Context: an optimization exercise on an open-source flow, tuned for small area and a short achievable clock period. The choices shown serve that exercise and are no tape-out recipe.
At most, simulation tests tie the RTL to the original design; equivalence was not proved.
Only the layout flow was run in runs 1 to 6; the RTL was not checked for function there.
Power is estimated from default activity; no workload was simulated.

==> design.v <==
module elm_log13(
    input  [12:0] a,
    output [3:0]  n,
    output [2:0]  f
    );
    wire [12:0] oh;
    genvar i;
    generate
        for (i = 0; i < 13; i = i + 1) begin : g_oh
            if (i == 12) begin : g_top
                assign oh[i] = a[i];
            end else begin : g_rest
                assign oh[i] = a[i] & ~|a[12:i+1];
            end
        end
    endgenerate
    assign n[0] = oh[1] | oh[3] | oh[5] | oh[7] | oh[9] | oh[11];
    assign n[1] = oh[2] | oh[3] | oh[6] | oh[7] | oh[10] | oh[11];
    assign n[2] = oh[4] | oh[5] | oh[6] | oh[7] | oh[12];
    assign n[3] = oh[8] | oh[9] | oh[10] | oh[11] | oh[12];
    assign f[2] = |(oh[12:1] & a[11:0]);
    assign f[1] = |(oh[12:2] & a[10:0]);
    assign f[0] = |(oh[12:3] & a[9:0]);
endmodule
module elm_stage1(
    input  [15:0] x,
    input  [15:0] y,
    output [17:0] e,
    output        sf0,
    output [3:0]  nx,
    output [2:0]  fx,
    output [3:0]  ny,
    output [2:0]  fy,
    output        s
    );
    wire x_one = x[13] ^ x[14];
    wire x_two = ~x_one & (x[15] ^ x[14]);
    wire x_neg = x[15] & ~(x[14] & x[13]);
    wire y_one = y[13] ^ y[14];
    wire y_two = ~y_one & (y[15] ^ y[14]);
    wire y_neg = y[15] & ~(y[14] & y[13]);
    wire [17:0] ys = {{2{y[15]}}, y};
    wire [17:0] xs = {{4{x[13]}}, x[13:0]};
    wire [17:0] pa = (({18{x_one}} & ys) | ({18{x_two}} & {ys[16:0], 1'b0})) ^ {18{x_neg}};
    wire [17:0] pb = (({18{y_one}} & xs) | ({18{y_two}} & {xs[16:0], 1'b0})) ^ {18{y_neg}};
    assign e = pa + pb + {17'd0, x_neg};
    assign sf0 = y_neg;
    elm_log13 lx(.a(x[12:0] ^ {13{x[13]}}), .n(nx), .f(fx));
    elm_log13 ly(.a(y[12:0] ^ {13{y[13]}}), .n(ny), .f(fy));
    wire nz = (x[13] | (|x[7:0])) & (y[13] | (|y[7:0]));
    assign s = nz & (x[13] ^ y[13]);
endmodule
module elm_stage2(
    input  [17:0] e,
    input         sf0,
    input  [7:0]  l,
    input         s,
    input         z,
    output [31:0] p
    );
    wire [4:0] k = l[7:3];
    wire [2:0] f = l[2:0];
    wire [28:0] d = {28'd0, ~z} << k;
    wire [25:0] a = d[25:0] | ({26{f[2]}} & d[26:1])
                            | ({26{f[1]}} & d[27:2])
                            | ({26{f[0]}} & d[28:3]);
    wire [27:0] m = {s, s, a ^ {26{s}}};
    wire        c14 = sf0 & (|m[13:0]);
    assign p[13:0]  = m[13:0] - {13'd0, sf0};
    assign p[31:14] = e + {{4{m[27]}}, m[27:14]} + {17'd0, c14};
endmodule
module mult_top(
    input clk,
    input  [15:0] x,
    input  [15:0] y,
    output reg [31:0] p_out
    );
    wire [17:0] e;
    wire        sf0, s;
    wire [3:0]  nx, ny;
    wire [2:0]  fx, fy;
    elm_stage1 s1(.x(x), .y(y), .e(e), .sf0(sf0),
                  .nx(nx), .fx(fx), .ny(ny), .fy(fy), .s(s));
    reg [17:0] e_r;
    reg        sf0_r, s_r, z_r;
    reg [6:0]  lx_r, ly_r;
    always @(posedge clk) begin
        e_r   <= e;
        sf0_r <= sf0;
        s_r   <= s;
        z_r   <= ~((x[13] | (|x[7:0])) & (y[13] | (|y[7:0])));
        lx_r  <= {nx, fx};
        ly_r  <= {ny, fy};
    end
    wire [7:0]  l = {1'b0, lx_r} + {1'b0, ly_r};
    wire [31:0] p;
    elm_stage2 s2(.e(e_r), .sf0(sf0_r), .l(l), .s(s_r), .z(z_r), .p(p));
    always @(posedge clk)
        p_out <= p;
endmodule
==> flow/run.sh <==
#!/bin/bash
# Layout flow: the standard ORFS flow (standard.sh) with two changes:
#  - Yosys's full/half adder extraction is off (ADDER_MAP_FILE empty), so ABC
#    maps the adders itself;
#  - the port buffers are sky130_fd_sc_hd__buf_2 instead of the delay buffer
#    buffer_ports picks by default.
# make's full output goes to flow_make.log; each tool's log is under orfs/logs/.
set -euo pipefail
cd "$(dirname "$0")/.."
bash standard.sh ADDER_MAP_FILE= "BUFFER_PORTS_ARGS=-buffer_cell sky130_fd_sc_hd__buf_2"  finish > flow_make.log 2>&1
==> standard.sh <==
#!/bin/bash
# synth_recipe.tcl (not shown) runs the flow's synth.tcl, then flattens the netlist and writes it again
# the make line also repeats each setting of config.mk as NAME=value (left out here)
make -C /OpenROAD-flow-scripts/flow DESIGN_CONFIG=/design/flow/config.mk WORK_HOME=/design/flow/orfs CLKGATE_MAP_FILE= SYNTH_SCRIPT=/design/flow/synth_recipe.tcl "${@:-finish}"
==> config.mk <==
export PLATFORM = sky130hd
export DESIGN_NAME = mult_top
export DESIGN_NICKNAME = mult_top
export VERILOG_FILES = /design/flow/design.v
export SDC_FILE = /design/flow/constraint.sdc
export NUM_CORES = 4
export LEC_CHECK = 0
export ABC_AREA = 1
export CAP_MARGIN = 20
export CORE_MARGIN = 2
export CORE_UTILIZATION = 40
export SETUP_SLACK_MARGIN = 3.0
export SLEW_MARGIN = 20
==> constraint.sdc <==
create_clock -name core_clock -period 7.0 [get_ports {clk}]
set_input_delay 1.4000 -clock core_clock [delete_from_list [all_inputs] [get_ports {clk}]]
set_output_delay 1.4000 -clock core_clock [all_outputs]
set_load 0.01 [all_outputs]
==> results of run 1 <==
-- state kept, by name, indices dropped and copies added (netlist names) --
name,flops
sf0_r,1
p_out,32
ly_r,7
z_r,1
lx_r,7
s_r,1
e_r,18
-- cell families after synthesis --
family | share of synthesized area, %
xor gates and xnor gates | 14.4
and+or+nand+nor | 38.9
AOI/OAI and AO/OA | 13.5
buffers and inverters | 12.3
DFF | 20.7
muxes | 0.154
-- stage by stage --
stage,setup WS [ps],instances,utilization [%]
after detailed placement,2390,1383,43.9
after global routing,3030,1399,46.6
after global placement,2450,1383,43.9
after floorplan,3240,1123,-
final,3250,1399,46.6
after CTS,3000,1399,46.0
-- power groups by stage --
stage | Clock, mW | Combinational (mW) | Sequential, mW
floorplan | 0 | 1.07 | 0.601
global placement | 0 | 1.40 | 0.569
detailed placement | 0 | 1.41 | 0.570
CTS | 0.488 | 1.42 | 0.562
global route | 0.507 | 1.62 | 0.574
finish | 0.477 | 1.43 | 0.561
-- worst max path at each step --
stage          start       to  slack [ps]
2_1_floorplan  y[13]  e_r[14]        3240
3_3_place_gp   y[13]  e_r[16]        2450
3_5_place_dp   y[13]  e_r[16]        2390
4_1_cts        y[13]  e_r[16]        3000
5_1_grt        x[13]  e_r[16]        3030
6_report       x[13]  e_r[16]        3250
-- critical path: stages --
cell and delay, ps:
buf_6 150, nand2_1 160, inv_1 70, nor2_2 250, inv_4 170, xor2_1 200
or2_2 310, nand2_1 80, inv_1 60, nand3_1 60, o21ai_1 100, nand3_1 90
nand2_1 70, nand3_1 70, nand2_1 90, a21boi_2 190, o21ai_2 90, a21oi_2 160
nor2_1 60, o21ai_0 150
-- layer usage --
layer / global-route usage, % / vias to the layer above / share of wire [%]
li1: - / 3632 / -
met1: 26.1 / 2721 / 50
met2: 28.8 / 207 / 42
met3: 1.97 / 23 / 5.2
met4: 7.07 / 0 / 2.1
met5: 0 / - / 0
-- final cells by class --
type / instances / share of cell area [%]
clock buffer: 10 / 3.10
tap: 216 / 3.65
timing repair buffer: 65 / 4.60
sequential: 67 / 18.1
clock inverter: 6 / 1.22
multi-input combinational: 852 / 59.9
inverter: 183 / 9.36
-- placed cells by master, fill, tap and decap left out, types with 3 or more instances in the layout --
master     synthesis  routed
a21oi_1           29      26
a21oi_2            0       3
a221oi_1           6       6
buf_2              6      62
clkbuf_16          0       9
dfxtp_1           67      67
inv_1            171     171
inv_2             11      10
nand2_1          308     304
nand2_2           21      21
nand2_4            1       5
nand3_1           74      74
nand4_1            3       3
nor2_1           151     149
nor2_2            12      14
nor2_4             3       3
nor3_1             7       7
nor4_1             5       5
o2111ai_1          4       4
o211ai_1           3       3
o21ai_0           37      37
o21ai_1           14      13
o21ai_2            2       3
o22ai_1           37      35
or2_2              6       6
xnor2_1           19      19
xor2_1            88      86
==> out/results.ini, run 1 <==
[clock_network]
tritoncts=done
max-clock-path-buffers=2
root_buffer=clkbuf_16
hold_buffers=0
post_cts_buffers=0
clock_insertion_delay_worst_skew_ps=330
cts_sinks=67
clkTransAtPathRegs_ps=60
cts_resized=7
htree_levels=3
numCtsBuffers=9

[place]
hpwl_um=13200
detailed_place.area_um2=6970
gp_congestion=0.959
portBuffers=64

[logic_synthesis]
synth_area_leaders=dfxtp_1 21%, nand2_1 18%, xor2_1 12%
ys_types=46
ys_seq_elements=67
synth_edf_count=0
synth_commonest_cells=308 x nand2_1, 171 x inv_1, 151 x nor2_1
synthCells=1123
syn_nets=1156
synth.yosys.warnings=1
yosysTopAreaCell=dfxtp_1
synth_seq_area_share_pct=20.7
async_flop_share_pct=0
syn_area_per_cell_um2=5.78
synth_most_common_cell=nand2_1
synth-main-ff-cell=dfxtp_1
syn_area_um2=6490
yosysTopAreaCellShare_pct=20.7

[timing]
finalCritPeriodShare_pct=53.5
skew_ps=6.63
setup_tns_ps=0
worst_pin_slew_ps=910
finalHoldViolations=0
holdWs_ps=545
slew_headroom_pct=39.1
fmax_mhz=267
setup_viol=0
maxSlewViolCount=0
grt_setup_unrepaired=no
min_period_ps=3750

[min_path]
min-delay-start=e_r[17]
min_path_type=register to register
whs_endpoint=p_out[31]
hold_depth=3

[global_route]
grt_max_degree=37
overflow=0
grt_pass1_vias=5724
grt_pass1_wl_um=26600
grt_use_total_pct=18.4
antenna_found_initial=0

[finish]
seqCellArea_um2=1340
areaGrowthSynthToFinish_pct=14.0
drive_gt1_share_pct=13.2
design_area_um2=7400
multi_input_comb_area_um2=4430
fillCellCount=1744
num-nets-final=1211
n_antenna_cell=0

[power]
switching_share_pct=46.6
powerDensity_nw_per_um2=334
power.total_mw=2.47
p_int_mw=1.32
clkPwrFrac_pct=19.3
p_switching_mw=1.15
power_frac_comb_pct=58.0
ir_drop_v=0.000162
p_leak_nw=3.90
pwr-share-seq_pct=22.7

[detailed_routing]
drc=0
num_vias=6583
wl_per_cell_um=11.6
routed_via_density=4.71
drt-initial-drc-count=422
routed_wirelength_um=16200
drtPass1Iterations=5
antenna_left=0

[floorplan]
die_y_um=131
dieArea_um2=17300
core_um2=15900
initial_core_util_pct=40.8
num_rows=46
ioPinCount=65
die_w_um=131

[run_status]
status=complete, no violations

[setup_path]
crit_fanout=19
arrival_ps=4010
crit_path_start_kind=input port
r2r_start=ly_r[2]
required_ps=7260
reg2regPathDepth=30
end_kind=register
worstSetupPathType=input port to register
reg2reg_to=p_out[31]
reg2reg_slack_ps=3560

[flow_run]
cap_violations=0

==> inputs of run 2 (changes only) <==
--- a/design.v
+++ b/design.v
@@ -25,7 +25,10 @@
 module elm_stage1(
     input  [15:0] x,
     input  [15:0] y,
-    output [17:0] e,
+    output [9:0]  el,
+    output        ec,
+    output [6:0]  pah,
+    output [4:0]  pbh,
     output        sf0,
     output [3:0]  nx,
     output [2:0]  fx,
@@ -43,7 +46,9 @@
     wire [17:0] xs = {{4{x[13]}}, x[13:0]};
     wire [17:0] pa = (({18{x_one}} & ys) | ({18{x_two}} & {ys[16:0], 1'b0})) ^ {18{x_neg}};
     wire [17:0] pb = (({18{y_one}} & xs) | ({18{y_two}} & {xs[16:0], 1'b0})) ^ {18{y_neg}};
-    assign e = pa + pb + {17'd0, x_neg};
+    assign {ec, el} = {1'b0, pa[9:0]} + {1'b0, pb[9:0]} + {10'd0, x_neg};
+    assign pah = pa[16:10];
+    assign pbh = pb[14:10];
     assign sf0 = y_neg;
     elm_log13 lx(.a(x[12:0] ^ {13{x[13]}}), .n(nx), .f(fx));
     elm_log13 ly(.a(y[12:0] ^ {13{y[13]}}), .n(ny), .f(fy));
@@ -51,13 +56,18 @@
     assign s = nz & (x[13] ^ y[13]);
 endmodule
 module elm_stage2(
-    input  [17:0] e,
+    input  [9:0]  el,
+    input         ec,
+    input  [6:0]  pah,
+    input  [4:0]  pbh,
     input         sf0,
     input  [7:0]  l,
     input         s,
     input         z,
     output [31:0] p
     );
+    wire [7:0] eh = {pah[6], pah} + {{3{pbh[4]}}, pbh} + {7'd0, ec};
+    wire [17:0] e = {eh, el};
     wire [4:0] k = l[7:3];
     wire [2:0] f = l[2:0];
     wire [28:0] d = {28'd0, ~z} << k;
@@ -75,17 +85,26 @@
     input  [15:0] y,
     output reg [31:0] p_out
     );
-    wire [17:0] e;
+    wire [9:0]  el;
+    wire        ec;
+    wire [6:0]  pah;
+    wire [4:0]  pbh;
     wire        sf0, s;
     wire [3:0]  nx, ny;
     wire [2:0]  fx, fy;
-    elm_stage1 s1(.x(x), .y(y), .e(e), .sf0(sf0),
+    elm_stage1 s1(.x(x), .y(y), .el(el), .ec(ec), .pah(pah), .pbh(pbh), .sf0(sf0),
                   .nx(nx), .fx(fx), .ny(ny), .fy(fy), .s(s));
-    reg [17:0] e_r;
+    reg [9:0]  el_r;
+    reg        ec_r;
+    reg [6:0]  pah_r;
+    reg [4:0]  pbh_r;
     reg        sf0_r, s_r, z_r;
     reg [6:0]  lx_r, ly_r;
     always @(posedge clk) begin
-        e_r   <= e;
+        el_r  <= el;
+        ec_r  <= ec;
+        pah_r <= pah;
+        pbh_r <= pbh;
         sf0_r <= sf0;
         s_r   <= s;
         z_r   <= ~((x[13] | (|x[7:0])) & (y[13] | (|y[7:0])));
@@ -94,7 +113,7 @@
     end
     wire [7:0]  l = {1'b0, lx_r} + {1'b0, ly_r};
     wire [31:0] p;
-    elm_stage2 s2(.e(e_r), .sf0(sf0_r), .l(l), .s(s_r), .z(z_r), .p(p));
+    elm_stage2 s2(.el(el_r), .ec(ec_r), .pah(pah_r), .pbh(pbh_r), .sf0(sf0_r), .l(l), .s(s_r), .z(z_r), .p(p));
     always @(posedge clk)
         p_out <= p;
 endmodule
==> run 2 against run 1 <==
Non-clock buffer count increased by 1. Final area up 1.3%. Count of clock-buffer cells in the layout rose by 1. Register-to-register slack better by 130 ps. Global-route usage increased by 0.091 points. Synthesized cell count shrank 0.89%. Area after synthesis grew 1.7%. Core utilization rose by 0.25 points. Routed wire length shrank 0.12%. Sequential share of layout area up 1.1 points. Hold slack improved by 62 ps. Critical endpoint is now ec_r. Largest cell class unchanged. Highest routed layer unchanged.
==> out/results.ini, run 2 <==
[min_path]
min-delay-start=sf0_r
min_path_type=register to register
hold_depth=2  ; -1

[detailed_routing]
routed_wirelength_um=16200  ; -0.12%
drtPass1Iterations=5  ; unchanged
routed_via_density=4.72  ; +0.38%
drc=0  ; unchanged
num_vias=6570  ; -0.20%
wl_per_cell_um=11.6  ; +0.46%
antenna_left=0  ; unchanged
drt-initial-drc-count=375  ; -11%

[logic_synthesis]
syn_area_per_cell_um2=5.93  ; +2.6%
synth_top_family_by_area=simple AND/OR/NAND/NOR gates
synth_compound_area_share_pct=11.3  ; -2.2 points
synthXorXnorAreaFrac_pct=13.5  ; -0.90 points
synth_area_leaders=dfxtp_1 22%, nand2_1 18%, xor2_1 11%
syn_nets=1146  ; -0.87%
synth_seq_area_share_pct=21.9  ; +1.2 points
ys_seq_elements=72  ; +7.5%
synth_fa_ha_area_share_pct=0  ; unchanged
yosysTopAreaCell=dfxtp_1
synth_most_common_cell=nand2_1
ys_types=48  ; +4.3%
yosysTopAreaCellShare_pct=21.9  ; +1.2 points
synthSimpleGateAreaFrac_pct=41.5  ; +2.6 points
synth.yosys.warnings=1  ; unchanged
synth-main-ff-cell=dfxtp_1
syn_area_um2=6600  ; +1.7%
synth_edf_count=0  ; unchanged
synth.mux.area_fraction_pct=0  ; -0.15 points
async_flop_share_pct=0  ; unchanged
synth_commonest_cells=312 x nand2_1, 156 x inv_1, 136 x nor2_1
synthCells=1113  ; -0.89%

[place]
hpwl_um=13100  ; -1.1%
gp_congestion=0.939  ; -2.1%
portBuffers=64  ; unchanged

[clock_network]
htree_levels=3  ; unchanged
numCtsBuffers=9  ; unchanged
cts_sinks=72  ; +7.5%
hold_buffers=0  ; unchanged
clock_insertion_delay_worst_skew_ps=340  ; about the same
clkTransAtPathRegs_ps=60  ; about the same
post_cts_buffers=0  ; unchanged
root_buffer=clkbuf_16
tritoncts=done
max-clock-path-buffers=2  ; unchanged

[floorplan]
ioPinCount=65  ; unchanged
num_rows=46  ; unchanged
die_w_um=132  ; +0.81%
core_um2=16000  ; +0.72%
initial_core_util_pct=41.2  ; +0.39 points
die_y_um=132  ; +0.81%
dieArea_um2=17500  ; +1.6%

[finish]
largest_reg_flops=32  ; unchanged
fillCellCount=1736  ; -0.46%
drive_gt1_share_pct=15.1  ; +1.9 points
n_antenna_cell=0  ; unchanged
num-nets-final=1203  ; -0.66%
final_common_cell=nand2_1
areaGrowthSynthToFinish_pct=13.6
most-common-layout-cells=312 x nand2_1, 154 x inv_1, 134 x nor2_1
regMostFlops=p_out
reg_top3=p_out: 32 flops, el_r: 10 flops

[setup_path]
cpPeakStageDelay_ps=290  ; -20 ps
critPathTopFamily=simple AND/OR/NAND/NOR gates
crit_top_cell=nand2_1
crit_cells=19  ; -5.0%
required_ps=7230  ; -30 ps
r2r_start=lx_r[4]
worstSetupPathType=input port to register
end_kind=register
reg2regPathDepth=20  ; -33%
crit_path_start_kind=input port
path_cells=buf_4 > nor2_1 > nor2_2 > inv_2 > o22ai_1 > xor2_1 > or2_1 > nand3_1 > nand2_1 > nand2_1 > nand2_1 > a21oi_2 > inv_2 > a21oi_2 > inv_1 > a21oi_1 > o21ai_1 > nand3_1 > a31oi_1
crit_fanout=18  ; -1
worst-path-buf-inv=4  ; unchanged
slowest_stage=nor2_1
crit_start=y[13]
reg2reg_slack_ps=3690  ; +130 ps
arrival_ps=3960  ; -50 ps

[global_route]
grt_max_degree=31  ; -16%
antenna_found_initial=0  ; unchanged
grt_pass1_wl_um=27200  ; +2.1%
grt_use_total_pct=18.5  ; +0.091 points
grt_pass1_vias=5839  ; +2.0%
overflow=0  ; unchanged

[power]
p_leak_nw=3.90  ; +0.12%
ir_drop_v=0.000255  ; +57%
powerDensity_nw_per_um2=352  ; +5.4%

[timing]
fmax_mhz=268  ; +0.33%
min_period_ps=3730  ; -12.1 ps
finalHoldViolations=0  ; unchanged
finalCritPeriodShare_pct=53.3  ; -0.17 points
skew_ps=8.79  ; +2.16 ps
setup_tns_ps=0  ; unchanged
grt_setup_unrepaired=no
worst_pin_slew_ps=1060  ; +150 ps
setup_viol=0  ; unchanged
slew_headroom_pct=29.1  ; -10 points
holdWs_ps=607  ; +61.5 ps
maxSlewViolCount=0  ; unchanged

[run_status]
status=complete, no violations

[flow_run]
cap_violations=0  ; unchanged

## run 2: cell types whose count changed in the layout (fill, tap and decap cells not counted), sizes merged, moves of 3 or more
cell,delta
a21oi,-12
dfxtp,+5
inv,-7
nand2,+13
nand3,+5
nand4,+5
nor2,-9
nor3,+8
o21ai,-14
o22ai,-4
o31ai,+3
or2,+4
xor2,-4
## run 2: path summary, 6_finish.rpt
check | to
hold / removal | p_out[14]
setup reg to reg | p_out[28]
setup / recovery | ec_r
hold reg to reg | p_out[14]
## run 2: kinds of logic after synthesis
| kind of cell | count (synthesis) |
|---|---|
| and+or+nand+nor | 623 |
| buffers and inverters | 197 |
| AOI/OAI and AO/OA | 119 |
| xor gates and xnor gates | 102 |
| DFF | 72 |
## run 2: per-layer routing
layer  track usage (%)  wire length (µm)  vias to the layer above
met4              6.57               361                        0
met1              25.3              8120                     2788
met3              2.77               646                       26
li1                  -                 -                     3604
met2              29.7              7060                      152
met5                 0                 0                        -
## run 2: worst register-to-register path: cells and delay by family (launching register included)
family	cells	cell delay, ps
AOI/OAI and AO/OA	3	550
xor gates and xnor gates	1	130
DFF	1	360
and+or+nand+nor	16	2170
## run 2: layout make-up
| cell class | count | area [µm²] | share of cell area (%) |
|---|---|---|---|
| multi-input combinational | 844 | 4410 | 58.9 |
| sequential | 72 | 1440 | 19.2 |
| inverter | 177 | 664 | 8.87 |
| timing repair buffer | 66 | 344 | 4.59 |
| tap | 216 | 270 | 3.61 |
| clock buffer | 11 | 253 | 3.37 |
| clock inverter | 5 | 103 | 1.37 |
## run 2: per-stage QoR
stage	setup slack (ps)	cell area, µm²	total power, mW	utilization, %	std cells
6_report	3270	7490	2.64	46.8	1391
5_1_grt	3030	7490	2.89	46.8	1391
4_1_cts	3030	7460	2.65	46.7	1391
3_5_place_dp	2150	7090	2.10	44.3	1375
3_3_place_gp	2210	7090	2.09	44.3	1375
2_1_floorplan	3260	6600	1.79	-	1113
## run 2: what timing repair did
| action | CTS | global route |
|---|---|---|
| resized for setup | 6 | 8 |
| endpoints found under the setup margin | 6 | 4 |
| hold endpoints to repair | 0 | 0 |
## run 2: where the power goes
part | switching (mW) | internal (mW)
Combinational | 0.991 | 0.525
Clock | 0.170 | 0.367
Sequential | 0.0377 | 0.545
Total | 1.20 | 1.44
==> inputs of run 3 (changes only) <==
==> design.v (replaced) <==
module elm_log13(
    input  [12:0] a,
    output [3:0]  n,
    output [2:0]  f
    );
    wire [12:0] oh;
    genvar i;
    generate
        for (i = 0; i < 13; i = i + 1) begin : g_oh
            if (i == 12) begin : g_top
                assign oh[i] = a[i];
            end else begin : g_rest
                assign oh[i] = a[i] & ~|a[12:i+1];
            end
        end
    endgenerate
    assign n[0] = oh[1] | oh[3] | oh[5] | oh[7] | oh[9] | oh[11];
    assign n[1] = oh[2] | oh[3] | oh[6] | oh[7] | oh[10] | oh[11];
    assign n[2] = oh[4] | oh[5] | oh[6] | oh[7] | oh[12];
    assign n[3] = oh[8] | oh[9] | oh[10] | oh[11] | oh[12];
    assign f[2] = |(oh[12:1] & a[11:0]);
    assign f[1] = |(oh[12:2] & a[10:0]);
    assign f[0] = |(oh[12:3] & a[9:0]);
endmodule
module elm_stage1(
    input  [15:0] x,
    input  [15:0] y,
    output [16:0] pa,
    output [14:0] pb,
    output        xn,
    output        sf0,
    output [3:0]  nx,
    output [2:0]  fx,
    output [3:0]  ny,
    output [2:0]  fy,
    output        s
    );
    wire x_one = x[13] ^ x[14];
    wire x_two = ~x_one & (x[15] ^ x[14]);
    wire x_neg = x[15] & ~(x[14] & x[13]);
    wire y_one = y[13] ^ y[14];
    wire y_two = ~y_one & (y[15] ^ y[14]);
    wire y_neg = y[15] & ~(y[14] & y[13]);
    wire [16:0] ys = {y[15], y};
    wire [14:0] xs = {x[13], x[13:0]};
    assign pa = (({17{x_one}} & ys) | ({17{x_two}} & {ys[15:0], 1'b0})) ^ {17{x_neg}};
    assign pb = (({15{y_one}} & xs) | ({15{y_two}} & {xs[13:0], 1'b0})) ^ {15{y_neg}};
    assign xn = x_neg;
    assign sf0 = y_neg;
    elm_log13 lx(.a(x[12:0] ^ {13{x[13]}}), .n(nx), .f(fx));
    elm_log13 ly(.a(y[12:0] ^ {13{y[13]}}), .n(ny), .f(fy));
    wire nz = (x[13] | (|x[7:0])) & (y[13] | (|y[7:0]));
    assign s = nz & (x[13] ^ y[13]);
endmodule
module elm_stage2(
    input  [16:0] pa,
    input  [14:0] pb,
    input         xn,
    input         sf0,
    input  [7:0]  l,
    input         s,
    input         z,
    output [17:0] e,
    output [11:0] mh,
    output        c14,
    output [13:0] pl
    );
    assign e = {pa[16], pa} + {{3{pb[14]}}, pb} + {17'd0, xn};
    wire [4:0] k = l[7:3];
    wire [2:0] f = l[2:0];
    wire [28:0] d = {28'd0, ~z} << k;
    wire [25:0] a = d[25:0] | ({26{f[2]}} & d[26:1])
                            | ({26{f[1]}} & d[27:2])
                            | ({26{f[0]}} & d[28:3]);
    wire [25:0] m = a ^ {26{s}};
    assign c14 = sf0 & (|m[13:0]);
    assign pl  = m[13:0] - {13'd0, sf0};
    assign mh  = m[25:14];
endmodule
module elm_stage3(
    input  [17:0] e,
    input  [11:0] mh,
    input         s,
    input         c14,
    output [17:0] ph
    );
    assign ph = e + {{6{s}}, mh} + {17'd0, c14};
endmodule
module mult_top(
    input clk,
    input  [15:0] x,
    input  [15:0] y,
    output [31:0] p_out
    );
    wire [16:0] pa;
    wire [14:0] pb;
    wire        xn, sf0, s;
    wire [3:0]  nx, ny;
    wire [2:0]  fx, fy;
    elm_stage1 s1(.x(x), .y(y), .pa(pa), .pb(pb), .xn(xn), .sf0(sf0),
                  .nx(nx), .fx(fx), .ny(ny), .fy(fy), .s(s));
    reg [16:0] pa_r;
    reg [14:0] pb_r;
    reg        xn_r, sf0_r, s_r, z_r;
    reg [6:0]  lx_r, ly_r;
    always @(posedge clk) begin
        pa_r  <= pa;
        pb_r  <= pb;
        xn_r  <= xn;
        sf0_r <= sf0;
        s_r   <= s;
        z_r   <= ~((x[13] | (|x[7:0])) & (y[13] | (|y[7:0])));
        lx_r  <= {nx, fx};
        ly_r  <= {ny, fy};
    end
    wire [7:0]  l = {1'b0, lx_r} + {1'b0, ly_r};
    wire [17:0] e;
    wire [11:0] mh;
    wire        c14;
    wire [13:0] pl;
    elm_stage2 s2(.pa(pa_r), .pb(pb_r), .xn(xn_r), .sf0(sf0_r), .l(l), .s(s_r), .z(z_r),
                  .e(e), .mh(mh), .c14(c14), .pl(pl));
    reg [17:0] e_q;
    reg [11:0] mh_q;
    reg        s_q, c14_q;
    reg [13:0] pl_q;
    always @(posedge clk) begin
        e_q   <= e;
        mh_q  <= mh;
        s_q   <= s_r;
        c14_q <= c14;
        pl_q  <= pl;
    end
    wire [17:0] ph;
    elm_stage3 s3(.e(e_q), .mh(mh_q), .s(s_q), .c14(c14_q), .ph(ph));
    assign p_out = {ph, pl_q};
endmodule
==> run 3 against run 2 <==
Core utilization fell by 2.0 points. Highest routed layer unchanged. Hold slack got worse by 46 ps. Critical endpoint is now p_out[31]. Sequential share of layout area rose by 3.9 points. Clock skew rose by 2.8 ps.
==> out/results.ini, run 3 <==
[floorplan]
die_y_um=141  ; +6.3%
die_w_um=141  ; +6.3%
num_rows=50  ; +8.7%
dieArea_um2=19800  ; +13%
ioPinCount=65  ; unchanged
core_um2=18500  ; +16%
initial_core_util_pct=40.4  ; -0.84 points

[finish]
seqCellArea_um2=1920  ; +33%
largest_reg_flops=18  ; -44%
final_common_cell=nand2_1
most-common-layout-cells=263 x nand2_1, 159 x inv_1, 140 x nor2_1
num-nets-final=1243  ; +3.3%
reg_top3=e_q: 18 flops, pa_r: 17 flops, pb_r: 15 flops
regMostFlops=e_q
areaGrowthSynthToFinish_pct=11.0
drive_gt1_share_pct=14.2  ; -0.91 points
n_antenna_cell=0  ; unchanged
multi_input_comb_area_um2=4810  ; +8.9%
final_core_util_pct=44.8  ; -2.0 points
fillCellCount=1957  ; +13%

[flow_run]
cap_violations=0  ; unchanged

[global_route]
overflow=0  ; unchanged
grt_use_total_pct=17.9  ; -0.60 points
grt_max_degree=61  ; +97%
antenna_found_initial=0  ; unchanged
grt_pass1_wl_um=29700  ; +9.1%
grt_pass1_vias=6294  ; +7.8%

[timing]
slew_headroom_pct=34.0  ; +4.9 points
holdWs_ps=561  ; -45.5 ps
min_period_ps=3790  ; +59.3 ps
setup_tns_ps=0  ; unchanged
setup_viol=0  ; unchanged
finalCritPeriodShare_pct=54.2  ; +0.85 points
fin_ws_ps=3210  ; -59.3 ps
skew_ps=11.6  ; +2.83 ps
maxSlewViolCount=0  ; unchanged
grt_setup_unrepaired=no
fmax_mhz=264  ; -1.6%
worst_pin_slew_ps=983  ; -76.4 ps
finalHoldViolations=0  ; unchanged

[place]
gp_congestion=0.895  ; -4.7%
preCtsSetupSlack_ps=3260  ; +1120 ps
portBuffers=64  ; unchanged
hpwl_um=14400  ; +10%

[detailed_routing]
wl_per_cell_um=12.4  ; +6.6%
drc=0  ; unchanged
routed_via_density=4.96  ; +5.0%
antenna_left=0  ; unchanged
drt-initial-drc-count=471  ; +26%
num_vias=7186  ; +9.4%
routed_wirelength_um=18000  ; +11%
drtPass1Iterations=5  ; unchanged

[setup_path]
crit_fanout=3  ; -15
crit_start=e_q[2]
required_ps=5600  ; -1630 ps
worstSetupPathType=register to primary output
arrival_ps=2390  ; -1570 ps
end_kind=primary output
slowest_stage=dfxtp_1
r2r_start=ly_r[2]
reg2reg_to=c14_q
reg2reg_slack_ps=4050  ; +360 ps
endpoint=p_out[31]
crit_path_start_kind=register
cpPeakStageDelay_ps=340  ; +50 ps
reg2regPathDepth=21  ; +5.0%
path_cells=nand2_1 > inv_1 > nor2_1 > a21oi_1 > nor2_1 > o21ai_0 > nand3_1 > a21oi_2 > nor2_2 > a21boi_2 > o21ai_2 > nand3_1 > nand2_1 > xor2_1 > buf_2

[logic_synthesis]
syn_area_um2=7480  ; +13%
syn_nets=1194  ; +4.2%
ys_types=47  ; -2.1%
synth_seq_area_share_pct=25.7  ; +3.8 points
yosysTopAreaCellShare_pct=25.7  ; +3.8 points
async_flop_share_pct=0  ; unchanged
synth_most_common_cell=nand2_1
synth-main-ff-cell=dfxtp_1
synth.yosys.warnings=1  ; unchanged
synth_area_leaders=dfxtp_1 26%, nand2_1 13%, xor2_1 11%
syn_area_per_cell_um2=6.44  ; +8.7%
yosysTopAreaCell=dfxtp_1
synth_edf_count=0  ; unchanged
synthCells=1161  ; +4.3%
ys_seq_elements=96  ; +33%
synth_commonest_cells=265 x nand2_1, 159 x inv_1, 149 x nor2_1

[clock_network]
cts_sinks=96  ; +33%
tritoncts=done
root_buffer=clkbuf_16
htree_levels=3  ; unchanged
clkTransAtPathRegs_ps=70  ; about the same
max-clock-path-buffers=2  ; unchanged
numCtsBuffers=9  ; unchanged
clock_insertion_delay_worst_skew_ps=350  ; about the same

[power]
ir_drop_v=0.000164  ; -35%
p_leak_nw=4.27  ; +9.4%
powerDensity_nw_per_um2=341  ; -3.2%

[min_path]
min_path_type=register to register

[run_status]
status=complete, no violations

==> run 3: cell types whose count changed after synthesis, moves of 7 or more <==
cell,delta
a21oi_1,+23
buf_2,+8
dfxtp_1,+24
inv_2,-14
nand2_1,-47
nand2_2,-7
nand3_1,-24
nand4_1,+33
nor2_1,+13
nor2_2,-8
nor2_4,+9
o21ai_0,+8
xor2_1,+12
==> run 3: cells by family after synthesis <==
kind of cell	synth area share, %
xor gates and xnor gates	13.3
adders and majority gates	0.134
DFF	25.7
buffers and inverters	10.8
AOI/OAI and AO/OA	13.3
and+or+nand+nor	36.7
==> run 3: metal layers <==
| layer | up-vias | wire [µm] | GRT usage (%) |
|---|---|---|---|
| met5 | - | 0 | 0 |
| met4 | 0 | 482 | 6.84 |
| met3 | 27 | 779 | 2.75 |
| met2 | 189 | 7670 | 27.3 |
| met1 | 3095 | 9050 | 25.5 |
| li1 | 3875 | - | - |
==> run 3: how the worst min path moves through the flow <==
stage	startpoint	endpoint	slack, ps	cells after the start
2_1_floorplan	s_r	s_q	360	0
3_3_place_gp	xn_r	e_q[0]	540	2
3_5_place_dp	xn_r	e_q[0]	530	2
4_1_cts	xn_r	e_q[0]	550	2
5_1_grt	xn_r	e_q[0]	580	2
6_report	xn_r	e_q[0]	560	2
==> run 3: worst max-delay path, delay by kind of cell, from the launching register on <==
| family | cells | cell delay, ps |
|---|---|---|
| XOR/XNOR | 1 | 130 |
| AO/OA/AOI/OAI | 5 | 810 |
| AND/OR/NAND/NOR | 7 | 520 |
| buffers and inverters | 2 | 240 |
| flip-flops | 1 | 340 |
==> run 3: where the power goes <==
group / leakage, nW / total [mW] / switching [mW] / internal [mW]
registers: 0.809 / 0.770 / 0.0773 / 0.693
clock network: 0.138 / 0.471 / 0.222 / 0.250
logic: 3.32 / 1.59 / 1.02 / 0.571
==> run 3: layout make-up <==
class                   instances  area share [%]
multi-input cells             867            57.9
flip-flops and latches         96            23.1
inverters                     165            7.46
repair buffers                 71            4.49
well taps                     234            3.53
clock buffers                  10            2.76
clock inverters                 6           0.738
==> run 3: what timing repair did <==
item	CTS	global route
endpoints found under the setup margin	2	3
hold endpoints to repair	0	0
resized for setup	4	18
buffers inserted	0	2
pin swaps	0	5
hold buffers	0	0
==> run 3: metrics by stage <==
stage | instances | area (µm²) | total power, mW
floorplan | 1161 | 7480 | 1.91
global route | 1449 | 8300 | 3.07
CTS | 1447 | 8230 | 2.79
finish | 1449 | 8300 | 2.83
global placement | 1431 | 7940 | 2.30
detailed placement | 1431 | 7940 | 2.31
==> inputs of run 4 (changes only) <==
--- a/config.mk
+++ b/config.mk
@@ -9,5 +9,5 @@
 export CAP_MARGIN = 20
 export CORE_MARGIN = 2
 export CORE_UTILIZATION = 40
-export SETUP_SLACK_MARGIN = 3.0
+export SETUP_SLACK_MARGIN = 3.5
 export SLEW_MARGIN = 20
==> run 4 against run 3 <==
Synthesized cell count did not move. Clock power is essentially flat. Non-clock buffer count grew 14. Combinational power increased by 13%. Sequential share of layout area fell by 0.52 points. Setup slack better by 85 ps. Hold slack worse by 2.9 ps. Core utilization is 1.3 points higher. Cell count rose by 0.97%.
==> out/results.ini, run 4 <==
[setup_path]
reg2reg_to=c14_q
worstSetupPathType=register to primary output
arrival_ps=2310  ; -80 ps
crit_fanout=4  ; +1
reg2regPathDepth=21  ; unchanged
reg2reg_slack_ps=4050  ; about the same
crit_path_start_kind=register
r2r_start=ly_r[2]
required_ps=5600  ; about the same
end_kind=primary output

[global_route]
grt_max_degree=61  ; unchanged
grt_pass1_wl_um=30200  ; +1.7%
overflow=0  ; unchanged
grt_use_total_pct=18.2  ; +0.29 points
antenna_found_initial=0  ; unchanged
grt_pass1_vias=6457  ; +2.6%

[logic_synthesis]
syn_nets=1194  ; unchanged
synth_commonest_cells=265 x nand2_1, 159 x inv_1, 149 x nor2_1
synth.yosys.warnings=1  ; unchanged
synth_fa_ha_area_share_pct=0.134  ; unchanged
synth_most_common_cell=nand2_1
synth_area_leaders=dfxtp_1 26%, nand2_1 13%, xor2_1 11%
synth_edf_count=0  ; unchanged
synth-main-ff-cell=dfxtp_1
synthSimpleGateAreaFrac_pct=36.7  ; unchanged
synth_top_family_by_area=simple AND/OR/NAND/NOR gates
synthCells=1161  ; unchanged
async_flop_share_pct=0  ; unchanged
synth_compound_area_share_pct=13.3  ; unchanged
syn_area_um2=7480  ; unchanged
yosysTopAreaCellShare_pct=25.7  ; unchanged
synthXorXnorAreaFrac_pct=13.3  ; unchanged
synth.mux.area_fraction_pct=0  ; unchanged
synth_seq_area_share_pct=25.7  ; unchanged
syn_area_per_cell_um2=6.44  ; unchanged
ys_types=47  ; unchanged
yosysTopAreaCell=dfxtp_1
ys_seq_elements=96  ; unchanged

[detailed_routing]
drt-initial-drc-count=459  ; -2.5%
drc=0  ; unchanged
drtPass1Iterations=6  ; +1
routed_wirelength_um=18400  ; +2.1%
wl_per_cell_um=12.5  ; +1.1%
antenna_left=0  ; unchanged
routed_via_density=4.98  ; +0.39%
num_vias=7284  ; +1.4%

[floorplan]
die_w_um=141  ; unchanged
die_y_um=141  ; unchanged
num_rows=50  ; unchanged
initial_core_util_pct=40.4  ; unchanged
core_um2=18500  ; unchanged
dieArea_um2=19800  ; unchanged
ioPinCount=65  ; unchanged

[timing]
fin_ws_ps=3290  ; +85.3 ps
setup_viol=0  ; unchanged
min_period_ps=3710  ; -85.3 ps
fmax_mhz=270  ; +2.3%
maxSlewViolCount=0  ; unchanged
grt_setup_unrepaired=yes
skew_ps=11.1  ; -0.537 ps
finalHoldViolations=0  ; unchanged
slew_headroom_pct=33.6  ; -0.37 points
finalCritPeriodShare_pct=53.0  ; -1.2 points
worst_pin_slew_ps=989  ; +5.50 ps
setup_tns_ps=0  ; unchanged

[finish]
final_core_util_pct=46.2  ; +1.3 points
num-nets-final=1257  ; +1.1%
final_common_cell=nand2_1
drive_gt1_share_pct=18.4  ; +4.2 points
largest_reg_flops=18  ; unchanged
reg_top3=e_q: 18 flops, pa_r: 17 flops, pb_r: 15 flops
areaGrowthSynthToFinish_pct=14.4
regMostFlops=e_q
n_antenna_cell=0  ; unchanged
most-common-layout-cells=255 x nand2_1, 152 x inv_1, 134 x nor2_1

[clock_network]
clock_insertion_delay_worst_skew_ps=350  ; about the same
tritoncts=done
root_buffer=clkbuf_16
clkTransAtPathRegs_ps=70  ; about the same
cts_sinks=96  ; unchanged
numCtsBuffers=9  ; unchanged
htree_levels=3  ; unchanged
max-clock-path-buffers=2  ; unchanged
hold_buffers=0  ; unchanged

[min_path]
hold_depth=2  ; unchanged
whs_endpoint=e_q[0]
min_path_type=register to register
min-delay-start=xn_r

[place]
preCtsSetupSlack_ps=3260  ; unchanged
portBuffers=64  ; unchanged
gp_congestion=0.895  ; unchanged
hpwl_um=14400  ; unchanged

[power]
p_leak_nw=4.35  ; +2.0%
powerDensity_nw_per_um2=356  ; +4.5%
ir_drop_v=0.000176  ; +7.3%

[run_status]
status=complete, no violations

[flow_run]
cap_violations=0  ; unchanged

[run 4: per-layer routing]
| metal | up-vias | track usage, % | wire length [µm] |
|---|---|---|---|
| li1 | 3895 | - | - |
| met1 | 3180 | 25.5 | 9090 |
| met2 | 180 | 28.4 | 7970 |
| met3 | 29 | 2.75 | 762 |
| met4 | 0 | 6.84 | 524 |
| met5 | - | 0 | 0 |
[run 4: worst max-delay path by stage]
stage / startpoint / depth (start not counted) / slack, ps / to
CTS: e_q[5] / 16 / 3190 / p_out[31]
global placement: e_q[1] / 13 / 3340 / p_out[31]
floorplan: e_q[1] / 12 / 3620 / p_out[31]
detailed placement: e_q[6] / 17 / 3260 / p_out[31]
finish: e_q[8] / 14 / 3290 / p_out[31]
global route: mh_q[6] / 16 / 3110 / p_out[31]
[run 4: cell type report]
| type | instances | area [µm²] |
|---|---|---|
| clock buffers | 10 | 229 |
| clock inverters | 6 | 61.3 |
| fillers | 1945 | 9970 |
| inverters | 165 | 622 |
| multi-input cells | 867 | 4930 |
| flip-flops and latches | 96 | 1930 |
| well taps | 234 | 293 |
| repair buffers | 85 | 485 |
[run 4: worst max-delay path, cell delays in order (launching register included)]
cell and delay (ps):
dfxtp_1 320, nand2_1 80, inv_1 60, nor2_2 180, nand2_1 110, nor2_2 110
and3_1 180, a21oi_2 80, nor2_2 150, a21boi_2 90, o21ai_2 140, nand3_1 80
nand2_1 100, xor2_1 140, buf_2 140
[run 4: cells by family after synthesis]
| group | Yosys count |
|---|---|
| xor+xnor | 113 |
| simple gates | 592 |
| flops | 96 |
| buf+inv | 198 |
| compound gates | 161 |
| fa+ha+maj | 1 |
[run 4: through the flow]
stage	instance area [µm²]	std cells	power, mW	hold WS (ps)
6_report	8550	1463	3.05	558
5_1_grt	8550	1463	3.29	584
4_1_cts	8430	1460	2.95	547
3_5_place_dp	7940	1431	2.31	527
3_3_place_gp	7940	1431	2.30	536
2_1_floorplan	7480	1161	1.91	361
[run 4: power breakdown]
part	internal, mW	switching [mW]	leakage [nW]
combinational	0.685	1.10	3.41
sequential	0.700	0.0866	0.809
clock	0.250	0.223	0.138
total	1.63	1.41	4.35
[run 4: what timing repair did]
item | 4_1_cts | 5_1_grt
setup endpoints to repair | 10 | 13
pin swaps | 15 | 19
gates resized for setup | 38 | 36
buffers inserted | 13 | 3
==> inputs of run 5 (changes only) <==
==> design.v (replaced) <==
module elm_log13(
    input  [12:0] a,
    output [3:0]  n,
    output [2:0]  f
    );
    wire        z3 = ~|a[12:5];
    wire [12:0] a1 = z3 ? {a[4:0], 8'd0} : a;
    wire        z2 = ~|a1[12:9];
    wire [12:0] a2 = z2 ? {a1[8:0], 4'd0} : a1;
    wire        z1 = ~|a2[12:11];
    wire [12:0] a3 = z1 ? {a2[10:0], 2'd0} : a2;
    wire        z0 = ~a3[12];
    wire [11:0] a4 = z0 ? {a3[10:0], 1'b0} : a3[11:0];
    wire        az = ~a3[12] & ~a3[11];
    assign n = az ? 4'd0 : 4'd12 - {z3, z2, z1, z0};
    assign f = a4[11:9];
endmodule
module elm_stage1(
    input  [15:0] x,
    input  [15:0] y,
    output [8:0]  el,
    output        ec,
    output [8:0]  eh,
    output        sf0,
    output [3:0]  nx,
    output [2:0]  fx,
    output [3:0]  ny,
    output [2:0]  fy,
    output        s
    );
    wire x_one = x[13] ^ x[14];
    wire x_two = ~x_one & (x[15] ^ x[14]);
    wire x_neg = x[15] & ~(x[14] & x[13]);
    wire y_one = y[13] ^ y[14];
    wire y_two = ~y_one & (y[15] ^ y[14]);
    wire y_neg = y[15] & ~(y[14] & y[13]);
    wire [17:0] ys = {{2{y[15]}}, y};
    wire [17:0] xs = {{4{x[13]}}, x[13:0]};
    wire [17:0] pa = (({18{x_one}} & ys) | ({18{x_two}} & {ys[16:0], 1'b0})) ^ {18{x_neg}};
    wire [17:0] pb = (({18{y_one}} & xs) | ({18{y_two}} & {xs[16:0], 1'b0})) ^ {18{y_neg}};
    assign {ec, el} = {1'b0, pa[8:0]} + {1'b0, pb[8:0]} + {9'd0, x_neg};
    assign eh = pa[17:9] + pb[17:9];
    assign sf0 = y_neg;
    elm_log13 lx(.a(x[12:0] ^ {13{x[13]}}), .n(nx), .f(fx));
    elm_log13 ly(.a(y[12:0] ^ {13{y[13]}}), .n(ny), .f(fy));
    wire nz = (x[13] | (|x[7:0])) & (y[13] | (|y[7:0]));
    assign s = nz & (x[13] ^ y[13]);
endmodule
module elm_stage2(
    input  [8:0]  el,
    input         ec,
    input  [8:0]  eh,
    input         sf0,
    input  [7:0]  l,
    input         s,
    input         z,
    output [13:0] pl,
    output [8:0]  ql,
    output        qc,
    output [8:0]  qh
    );
    wire [4:0] k = l[7:3];
    wire [2:0] f = l[2:0];
    wire [28:0] d = {28'd0, ~z} << k;
    wire [25:0] a = d[25:0] | ({26{f[2]}} & d[26:1])
                            | ({26{f[1]}} & d[27:2])
                            | ({26{f[0]}} & d[28:3]);
    wire [27:0] m = {s, s, a ^ {26{s}}};
    wire        c14 = sf0 & (|m[13:0]);
    assign pl = m[13:0] - {13'd0, sf0};
    assign {qc, ql} = {1'b0, el} + {1'b0, m[22:14]} + {9'd0, c14};
    assign qh = eh + {{4{m[27]}}, m[27:23]} + {8'd0, ec};
endmodule
module mult_top(
    input clk,
    input  [15:0] x,
    input  [15:0] y,
    output [31:0] p_out
    );
    wire [8:0]  el, eh;
    wire        ec, sf0, s;
    wire [3:0]  nx, ny;
    wire [2:0]  fx, fy;
    elm_stage1 s1(.x(x), .y(y), .el(el), .ec(ec), .eh(eh), .sf0(sf0),
                  .nx(nx), .fx(fx), .ny(ny), .fy(fy), .s(s));
    reg [8:0]  el_r, eh_r;
    reg        ec_r, sf0_r, s_r, z_r;
    reg [6:0]  lx_r, ly_r;
    always @(posedge clk) begin
        el_r  <= el;
        ec_r  <= ec;
        eh_r  <= eh;
        sf0_r <= sf0;
        s_r   <= s;
        z_r   <= ~((x[13] | (|x[7:0])) & (y[13] | (|y[7:0])));
        lx_r  <= {nx, fx};
        ly_r  <= {ny, fy};
    end
    wire [7:0]  l = {1'b0, lx_r} + {1'b0, ly_r};
    wire [13:0] pl;
    wire [8:0]  ql, qh;
    wire        qc;
    elm_stage2 s2(.el(el_r), .ec(ec_r), .eh(eh_r), .sf0(sf0_r), .l(l), .s(s_r), .z(z_r),
                  .pl(pl), .ql(ql), .qc(qc), .qh(qh));
    reg [13:0] pl_q;
    reg [8:0]  ql_q, qh_q;
    reg        qc_q;
    always @(posedge clk) begin
        pl_q <= pl;
        ql_q <= ql;
        qc_q <= qc;
        qh_q <= qh;
    end
    assign p_out = {qh_q + {8'd0, qc_q}, ql_q, pl_q};
endmodule
--- a/config.mk
+++ b/config.mk
@@ -9,5 +9,5 @@
 export CAP_MARGIN = 20
 export CORE_MARGIN = 2
 export CORE_UTILIZATION = 40
-export SETUP_SLACK_MARGIN = 3.5
+export SETUP_SLACK_MARGIN = 3.0
 export SLEW_MARGIN = 20
==> run 5 against run 4 <==
Area after synthesis down 15%. Critical path type is now input port to register. Global-route usage down 0.78 points. Critical endpoint is now el_r[8]. Via count down 17%. Cell count down 10%. Hold slack worse by 86 ps. Fmax up 0.31%. Clock power up 7.4%. Setup slack better by 11 ps. Synthesized cell count down 11%. Core utilization down 0.11 points. Die area down 14%. Largest cell class unchanged. First-iteration DRC count down 32%.
==> out/results.ini, run 5 <==
[logic_synthesis]
yosysTopAreaCell=dfxtp_1
synth_edf_count=0  ; unchanged
async_flop_share_pct=0  ; unchanged
yosysTopAreaCellShare_pct=21.7  ; -4.0 points
syn_area_per_cell_um2=6.13  ; -4.8%
synth_commonest_cells=284 x nand2_1, 150 x inv_1, 108 x nor2_1
synth_seq_area_share_pct=21.7  ; -4.0 points
synth-main-ff-cell=dfxtp_1
synth_most_common_cell=nand2_1
ys_seq_elements=69  ; -28%
synth.yosys.warnings=1  ; unchanged
synth_area_leaders=dfxtp_1 22%, nand2_1 17%, xor2_1 10%
syn_area_um2=6370  ; -15%
syn_nets=1072  ; -10%
synthCells=1039  ; -11%
ys_types=48  ; +2.1%

[timing]
finalCritPeriodShare_pct=52.8  ; -0.16 points
finalHoldViolations=0  ; unchanged
skew_ps=7.52  ; -3.57 ps
slew_headroom_pct=60.0  ; +26 points
worst_pin_slew_ps=597  ; -392 ps
grt_setup_unrepaired=yes
fmax_mhz=271  ; +0.31%
min_period_ps=3700  ; -11.4 ps
maxSlewViolCount=0  ; unchanged
setup_tns_ps=0  ; unchanged
setup_viol=0  ; unchanged

[clock_network]
clock_insertion_delay_worst_skew_ps=340  ; about the same
hold_buffers=0  ; unchanged
max-clock-path-buffers=2  ; unchanged
clkTransAtPathRegs_ps=60  ; about the same
root_buffer=clkbuf_16
numCtsBuffers=9  ; unchanged
tritoncts=done
cts_sinks=69  ; -28%
htree_levels=3  ; unchanged

[setup_path]
slowest_stage=nor2_1
cpPeakStageDelay_ps=260  ; -60 ps
crit_start=x[13]
r2r_start=lx_r[2]
crit_path_start_kind=input port
worst-path-buf-inv=2  ; unchanged
required_ps=7230  ; +1630 ps
crit_fanout=20  ; +16
arrival_ps=3920  ; +1610 ps
critPathTopFamily=simple AND/OR/NAND/NOR gates
crit_top_cell=nand2_1
path_cells=clkbuf_4 > nor2_1 > nor2_1 > inv_2 > o22ai_1 > xor2_1 > or2_1 > nand2_1 > o21ai_1 > nand2_1 > nand2_1 > nand2_1 > nand2_1 > o21ai_1 > o21ai_1 > nand2_1 > nand2_1 > nand2_1 > nand2_1 > xnor2_1
end_kind=register
worstSetupPathType=input port to register

[detailed_routing]
drt-initial-drc-count=311  ; -32%
antenna_left=0  ; unchanged
drtPass1Iterations=5  ; -1
drc=0  ; unchanged
routed_wirelength_um=14400  ; -22%
wl_per_cell_um=10.9  ; -13%
num_vias=6048  ; -17%
routed_via_density=4.59  ; -7.8%

[run_status]
status=complete, no violations

[floorplan]
die_y_um=130  ; -7.5%
dieArea_um2=16900  ; -14%
core_um2=15700  ; -15%
num_rows=46  ; -8.0%
initial_core_util_pct=40.5  ; +0.15 points
die_w_um=130  ; -7.5%
ioPinCount=65  ; unchanged

[finish]
num-nets-final=1129  ; -10%
final_core_util_pct=46.1  ; -0.11 points
regMostFlops=pl_q
largest_reg_flops=14  ; -4
drive_gt1_share_pct=16.6  ; -1.8 points
areaGrowthSynthToFinish_pct=13.7
n_antenna_cell=0  ; unchanged
most-common-layout-cells=284 x nand2_1, 149 x inv_1, 105 x nor2_1
final_common_cell=nand2_1

[power]
ir_drop_v=0.000145  ; -18%
p_leak_nw=3.81  ; -13%
powerDensity_nw_per_um2=355  ; -0.37%
power.total_mw=2.57  ; -16%

[global_route]
grt_max_degree=36  ; -41%
grt_pass1_wl_um=24000  ; -20%
grt_use_total_pct=17.4  ; -0.78 points
antenna_found_initial=0  ; unchanged
overflow=0  ; unchanged
grt_pass1_vias=5135  ; -20%

[place]
hpwl_um=11700  ; -19%
portBuffers=64  ; unchanged
gp_congestion=0.931  ; +4.0%

[min_path]
min-delay-start=ec_r
min_path_type=register to register

[flow_run]
cap_violations=0  ; unchanged

==> run 5: cells by family (layout without fill, tap and decap cells) <==
group | Yosys count | count (layout) | share of synthesized area (%)
xor+xnor | 112 | 112 | 15.6
buf+inv | 187 | 249 | 11.7
flops | 69 | 69 | 21.7
simple gates | 536 | 536 | 38.1
compound gates | 131 | 131 | 12.2
mux | 4 | 4 | 0.629
==> run 5: cell type report <==
cell class / count / area [µm²]
timing repair buffer: 68 / 355
clock buffer: 11 / 253
sequential: 69 / 1380
fill: 1668 / 8470
clock inverter: 5 / 81.3
tap: 216 / 270
inverter: 165 / 621
multi-input combinational: 783 / 4280
==> run 5: layer usage <==
metal | track usage [%] | share of wire (%) | vias to the layer above
li1 | - | - | 3340
met1 | 25.2 | 52 | 2553
met2 | 26.8 | 42 | 139
met3 | 1.97 | 4.1 | 16
met4 | 6.20 | 1.4 | 0
met5 | 0 | 0 | -
==> run 5: worst paths after layout <==
check / cells after the start / end / slack (ps)
worst max register to register: 26 / ql_q[8] / 3740
worst min-delay path: 1 / qh_q[0] / 470
worst min register to register: 1 / qh_q[0] / 470
worst max-delay path: 20 / el_r[8] / 3300
==> run 5: what timing repair did <==
| action | in CTS | in global routing |
|---|---|---|
| gates resized for setup | 2 | 12 |
| buffers inserted | 0 | 0 |
| setup endpoints to repair | 5 | 14 |
==> run 5: worst register-to-register path, delay by kind of cell, from the launching register on <==
kind / cells / cell delay, ps
simple gates: 22 / 2170
buf+inv: 1 / 80
compound gates: 2 / 350
xor+xnor: 1 / 240
flops: 1 / 310
==> run 5: report_power, final <==
part,internal (mW),switching [mW],total [mW]
combinational,0.527,0.936,1.46
clock,0.332,0.175,0.507
sequential,0.541,0.0574,0.598
total,1.40,1.17,2.57
==> run 5: through the flow <==
step / worst slack, ps / hold slack (ps) / cells / instance area (µm²)
floorplan: 3320 / 434 / 1039 / 6370
global placement: 2530 / 463 / 1301 / 6860
detailed placement: 2460 / 462 / 1301 / 6860
CTS: 3090 / 473 / 1317 / 7200
global route: 2980 / 495 / 1317 / 7240
finish: 3300 / 472 / 1317 / 7240
==> inputs of run 6 (changes only) <==
--- a/config.mk
+++ b/config.mk
@@ -9,5 +9,5 @@
 export CAP_MARGIN = 20
 export CORE_MARGIN = 2
 export CORE_UTILIZATION = 40
-export SETUP_SLACK_MARGIN = 3.0
+export SETUP_SLACK_MARGIN = 3.5
 export SLEW_MARGIN = 20
==> run 6 against run 5 <==
Total power is 4.1% higher. Clock skew is 2.4 ps higher. Setup slack improved by 220 ps. Core utilization rose by 3.5 points.
==> out/results.ini, run 6 <==
[timing]
slew_headroom_pct=59.0  ; -0.95 points
min_period_ps=3470  ; -221 ps
maxSlewViolCount=0  ; unchanged
grt_setup_unrepaired=no
fmax_mhz=288  ; +6.4%
setup_viol=0  ; unchanged
finalCritPeriodShare_pct=49.6  ; -3.2 points
setup_tns_ps=0  ; unchanged
fin_ws_ps=3530  ; +221 ps
holdWs_ps=474  ; +2.50 ps
skew_ps=9.89  ; +2.37 ps
finalHoldViolations=0  ; unchanged
worst_pin_slew_ps=608  ; +11.6 ps

[logic_synthesis]
synthCells=1039  ; unchanged
synth_area_leaders=dfxtp_1 22%, nand2_1 17%, xor2_1 10%
ys_seq_elements=69  ; unchanged
yosysTopAreaCell=dfxtp_1
ys_types=48  ; unchanged
synth_most_common_cell=nand2_1
syn_nets=1072  ; unchanged
async_flop_share_pct=0  ; unchanged
syn_area_per_cell_um2=6.13  ; unchanged
synth_commonest_cells=284 x nand2_1, 150 x inv_1, 108 x nor2_1
yosysTopAreaCellShare_pct=21.7  ; unchanged
synth-main-ff-cell=dfxtp_1
synth_seq_area_share_pct=21.7  ; unchanged
synth.yosys.warnings=1  ; unchanged
synth_edf_count=0  ; unchanged
syn_area_um2=6370  ; unchanged

[setup_path]
crit_path_start_kind=input port
arrival_ps=3700  ; -220 ps
crit_fanout=5  ; -75%
required_ps=7230  ; about the same
worstSetupPathType=input port to register
end_kind=register

[detailed_routing]
wl_per_cell_um=11.7  ; +7.0%
routed_via_density=4.70  ; +2.3%
num_vias=6317  ; +4.4%
drt-initial-drc-count=344  ; +11%
drtPass1Iterations=5  ; unchanged
drc=0  ; unchanged
antenna_left=0  ; unchanged
routed_wirelength_um=15700  ; +9.3%

[place]
gp_congestion=0.946  ; +1.6%
place_inst=1300  ; -0.077%
hpwl_um=12000  ; +2.2%
portBuffers=64  ; unchanged
detailed_place.area_um2=6910  ; +0.67%
preCtsSetupSlack_ps=2570  ; +108 ps

[floorplan]
die_y_um=130  ; unchanged
die_w_um=130  ; unchanged
ioPinCount=65  ; unchanged
initial_core_util_pct=40.5  ; unchanged
dieArea_um2=16900  ; unchanged
core_um2=15700  ; unchanged
num_rows=46  ; unchanged

[finish]
drive_gt1_share_pct=23.3  ; +6.7 points
stdcell_count=1345  ; +2.1%
most-common-layout-cells=270 x nand2_1, 144 x inv_1, 99 x nor2_1
n_antenna_cell=0  ; unchanged
areaGrowthSynthToFinish_pct=22.3
num-nets-final=1157  ; +2.5%
largest_reg_flops=14  ; unchanged
fillCellCount=1676  ; +0.48%
final_common_cell=nand2_1
final_core_util_pct=49.6  ; +3.5 points
design_area_um2=7790  ; +7.6%
regMostFlops=pl_q

[clock_network]
hold_buffers=0  ; unchanged
max-clock-path-buffers=2  ; unchanged
htree_levels=3  ; unchanged
tritoncts=done
clock_insertion_delay_worst_skew_ps=340  ; about the same
numCtsBuffers=9  ; unchanged
cts_sinks=69  ; unchanged
clkTransAtPathRegs_ps=60  ; about the same
root_buffer=clkbuf_16

[power]
power.total_mw=2.67  ; +4.1%
ir_drop_v=0.000158  ; +9.1%
p_leak_nw=4.03  ; +5.9%
powerDensity_nw_per_um2=343  ; -3.3%

[flow_run]
cap_violations=0  ; unchanged

[global_route]
grt_pass1_wl_um=25000  ; +4.1%
grt_use_total_pct=18.2  ; +0.72 points
grt_max_degree=36  ; unchanged
antenna_found_initial=0  ; unchanged
grt_pass1_vias=5446  ; +6.1%
overflow=0  ; unchanged

[min_path]
min_path_type=register to register

[run_status]
status=complete, no violations

==> run 6: cell counts after synthesis <==
No cell type changed its count.
==> run 6: cell type report <==
type | instances | area [µm²] | share of cell area [%]
clock inverters | 7 | 121 | 1.56
flip-flops and latches | 69 | 1380 | 17.7
clock buffers | 9 | 225 | 2.89
multi-input cells | 785 | 4580 | 58.8
repair buffers | 94 | 573 | 7.36
well taps | 216 | 270 | 3.47
inverters | 165 | 636 | 8.16
==> run 6: worst paths after layout <==
path	cells after the start	startpoint	end	slack, ps
max	18	y[15]	el_r[7]	3530
min	1	ec_r	qh_q[0]	470
max reg2reg	20	lx_r[1]	ql_q[7]	3870
min reg2reg	1	ec_r	qh_q[0]	470
==> run 6: cells by family (layout without fill, tap and decap cells) <==
logic type      count (synthesis)  after routing  synth area share (%)
flops                          69             69                  21.7
mux                             4              4                 0.629
simple gates                  536            537                  38.1
xor+xnor                      112            112                  15.6
buf+inv                       187            275                  11.7
compound gates                131            132                  12.2
==> run 6: what timing repair did <==
action                     CTS  global route
setup buffers                4            23
pin swaps                    1            25
gates cloned                 0             2
setup endpoints to repair   19            21
gates resized for setup     16            66
==> run 6: report_power, final <==
part,internal [mW],switching [mW]
sequential,0.541,0.0585
combinational,0.565,0.982
clock,0.349,0.177
total,1.46,1.22
==> run 6: layer usage <==
metal / GRT usage (%) / part of all wire [%] / vias up
met1: 25.5 / 49 / 2687
met2: 28.1 / 44 / 179
met5: 0 / 0 / -
met3: 3.03 / 4.4 / 24
li1: - / - / 3427
met4: 6.51 / 1.9 / 0
==> run 6: worst max-delay path, stage by stage <==
cell and delay (ps):
buf_4 110, clkinvlp_4 180, o21ai_4 280, o22ai_2 130, xor2_1 180, or2_1 270, nand2_2 120, o21ai_4 70
nand2_2 100, nand2_2 60, nand2_1 70, nand2_2 70, o21ai_2 180, o21ai_2 90, nand2_1 80, nand2_2 70
buf_4 130, xor2_1 130
==> inputs of run 7 (changes only) <==
--- a/design.v
+++ b/design.v
@@ -61,12 +61,16 @@
     );
     wire [4:0] k = l[7:3];
     wire [2:0] f = l[2:0];
-    wire [28:0] d = {28'd0, ~z} << k;
-    wire [25:0] a = d[25:0] | ({26{f[2]}} & d[26:1])
-                            | ({26{f[1]}} & d[27:2])
-                            | ({26{f[0]}} & d[28:3]);
-    wire [27:0] m = {s, s, a ^ {26{s}}};
-    wire        c14 = sf0 & (|m[13:0]);
+    wire [3:0]  mm = z ? 4'd0 : ({1'b1, f} ^ {4{s}});
+    wire [4:0]  x1 = k[0] ? {mm, s} : {s, mm};
+    wire [6:0]  x2 = k[1] ? {x1, {2{s}}} : {{2{s}}, x1};
+    wire [10:0] x3 = k[2] ? {x2, {4{s}}} : {{4{s}}, x2};
+    wire [18:0] x4 = k[3] ? {x3, {8{s}}} : {{8{s}}, x3};
+    wire [28:3] x5 = k[4] ? {x4[12:0], {13{s}}} : {{10{s}}, x4[18:3]};
+    wire [27:0] m  = {s, s, x5};
+    wire        lo = (k <= 5'd13) | ((k == 5'd14) & (|f))
+                   | ((k == 5'd15) & (f[1] | f[0])) | ((k == 5'd16) & f[0]);
+    wire        c14 = sf0 & ~z & (s | lo);
     assign pl = m[13:0] - {13'd0, sf0};
     assign {qc, ql} = {1'b0, el} + {1'b0, m[22:14]} + {9'd0, c14};
     assign qh = eh + {{4{m[27]}}, m[27:23]} + {8'd0, ec};
--- a/config.mk
+++ b/config.mk
@@ -9,5 +9,5 @@
 export CAP_MARGIN = 20
 export CORE_MARGIN = 2
 export CORE_UTILIZATION = 40
-export SETUP_SLACK_MARGIN = 3.5
+export SETUP_SLACK_MARGIN = 3.0
 export SLEW_MARGIN = 20
==> run 7 against run 6 <==
Via count fell by 13%. Fmax down 4.1%. Clock skew is 0.78 ps lower. Critical endpoint is now lx_r[1].
==> out/results.ini, run 7 <==
[run_status]
status=complete, no violations

[logic_synthesis]
synth_top_family_by_area=simple AND/OR/NAND/NOR gates
synth.mux.area_fraction_pct=0.343  ; -0.29 points
synthSimpleGateAreaFrac_pct=36.3  ; -1.9 points
async_flop_share_pct=0  ; unchanged
synth_area_leaders=dfxtp_1 24%, nand2_1 19%, xor2_1 8.7%
synth_seq_area_share_pct=23.7  ; +2.0 points
ys_types=51  ; +6.3%
yosysTopAreaCell=dfxtp_1
ys_seq_elements=69  ; unchanged
synth_commonest_cells=290 x nand2_1, 127 x inv_1, 74 x nor2_1
synth_most_common_cell=nand2_1
synth_edf_count=0  ; unchanged
syn_nets=977  ; -8.9%

[finish]
largest_reg_flops=14  ; unchanged
drive_gt1_share_pct=15.9  ; -7.4 points
num-nets-final=1036  ; -10%
stdcell_count=1190  ; -12%
n_antenna_cell=0  ; unchanged
regMostFlops=pl_q
most-common-layout-cells=289 x nand2_1, 127 x inv_1, 74 x nor2_1
final_common_cell=nand2_1
areaGrowthSynthToFinish_pct=12.4

[floorplan]
dieArea_um2=15600  ; -8.1%
core_um2=14400  ; -8.6%
num_rows=44  ; -4.3%
die_w_um=125  ; -4.1%
die_y_um=125  ; -4.1%
initial_core_util_pct=40.6  ; +0.098 points

[timing]
min_period_ps=3620  ; +148 ps
fmax_mhz=276  ; -4.1%
setup_viol=0  ; unchanged
finalCritPeriodShare_pct=51.7  ; +2.1 points
skew_ps=9.11  ; -0.777 ps
setup_tns_ps=0  ; unchanged
grt_setup_unrepaired=no
fin_ws_ps=3380  ; -148 ps
maxSlewViolCount=0  ; unchanged
slew_headroom_pct=34.6  ; -24 points
worst_pin_slew_ps=980  ; +371 ps
finalHoldViolations=0  ; unchanged

[detailed_routing]
routed_wirelength_um=12700  ; -19%
drtPass1Iterations=5  ; unchanged
drt-initial-drc-count=243  ; -29%
drc=0  ; unchanged
wl_per_cell_um=10.7  ; -8.5%
num_vias=5471  ; -13%
antenna_left=0  ; unchanged
routed_via_density=4.60  ; -2.1%

[setup_path]
worst-path-buf-inv=5  ; +2
critPathTopFamily=simple AND/OR/NAND/NOR gates
end_kind=register
slowest_stage=buf_2
path_cells=buf_2 > nor2_1 > nor2_1 > inv_2 > nand2_1 > nor3b_2 > nand2_2 > inv_2 > a21oi_1 > nand3_1 > nor2_1 > inv_2 > o21ai_2 > inv_2 > nor2_2 > nand2_1 > nand2_2 > mux2i_1
crit_path_start_kind=input port
worstSetupPathType=input port to register

[place]
preCtsSetupSlack_ps=2910  ; +340 ps
portBuffers=64  ; unchanged
hpwl_um=10700  ; -10%
place_inst=1176  ; -9.5%

[flow_run]
cap_violations=0  ; unchanged

[global_route]
antenna_found_initial=0  ; unchanged
grt_pass1_vias=4835  ; -11%
grt_max_degree=25  ; -31%

[clock_network]
max-clock-path-buffers=2  ; unchanged
root_buffer=clkbuf_16
clock_insertion_delay_worst_skew_ps=330  ; about the same
clkTransAtPathRegs_ps=50  ; about the same
cts_sinks=69  ; unchanged

[power]
p_leak_nw=3.57  ; -11%
ir_drop_v=0.000165  ; +4.4%

-- run 7: changes by cell type after synthesis, moves of 5 or more --
cell / change
xor2_1: -15
nor2_1: -34
o21ai_1: +6
xnor2_1: -5
inv_2: +7
clkbuf_1: -7
nand3_2: -7
nand2_1: +6
inv_1: -23
nor2_4: -10
-- run 7: cell families after synthesis --
group                     count (synthesis)
muxes                                     2
and+or+nand+nor                         485
AOI/OAI and AO/OA                       130
xor gates and xnor gates                 94
DFF                                      69
buffers and inverters                   164
-- run 7: worst register-to-register path, delay by kind of cell, from the launching register on --
kind,cells,cell delay [ps]
compound gates,5,660
flops,1,960
buf+inv,3,410
simple gates,10,1070
-- run 7: final cells by class --
class	count	area, µm²
clock inverter	1	5.00
tap	184	230
fill	1561	7810
clock buffer	13	280
inverter	148	558
timing repair buffer	64	323
multi-input combinational	711	3780
sequential	69	1380
-- run 7: worst paths after layout --
path	from	to	slack, ps	cells past startpoint
worst min-delay path	ec_r	qh_q[0]	470	2
worst max register to register	s_r	pl_q[10]	3810	18
worst min register to register	ec_r	qh_q[0]	470	2
worst max-delay path	x[13]	lx_r[1]	3380	18
-- run 7: stage by stage --
step	power (mW)	util (%)	hold WS, ps	area [µm²]
2_1_floorplan	1.82	-	438	5840
4_1_cts	2.57	45.6	472	6560
6_report	2.54	45.7	467	6560
5_1_grt	2.82	45.7	502	6560
3_5_place_dp	2.13	43.6	457	6270
3_3_place_gp	2.12	43.6	464	6270
-- run 7: what timing repair did --
item	CTS	global route
gates resized for setup	0	2
setup buffers	0	0
hold buffers	0	0
endpoints found under the setup margin	0	4
-- run 7: report_power, final --
group          total (mW)  internal (mW)  leakage [nW]  switching, mW
registers           0.610          0.548         0.581         0.0620
logic                1.50          0.559          2.85          0.945
clock network       0.429          0.274         0.144          0.156
total                2.54           1.38          3.57           1.16
-- run 7: layer usage --
metal,global-route usage [%],vias up,routed length [µm]
met4,4.76,0,163
met2,25.7,118,5400
li1,-,3070,-
met1,23.5,2271,6510
met3,3.26,12,634
met5,0,-,0

Setup slack of run 7, layout unchanged: 3.378 ns with ideal ports, 3.394 ns with driving cells assumed (clock clkbuf_16, inputs buf_2), 3.030 ns with port delays also shifted by the 0.364 ns mid clock arrival.
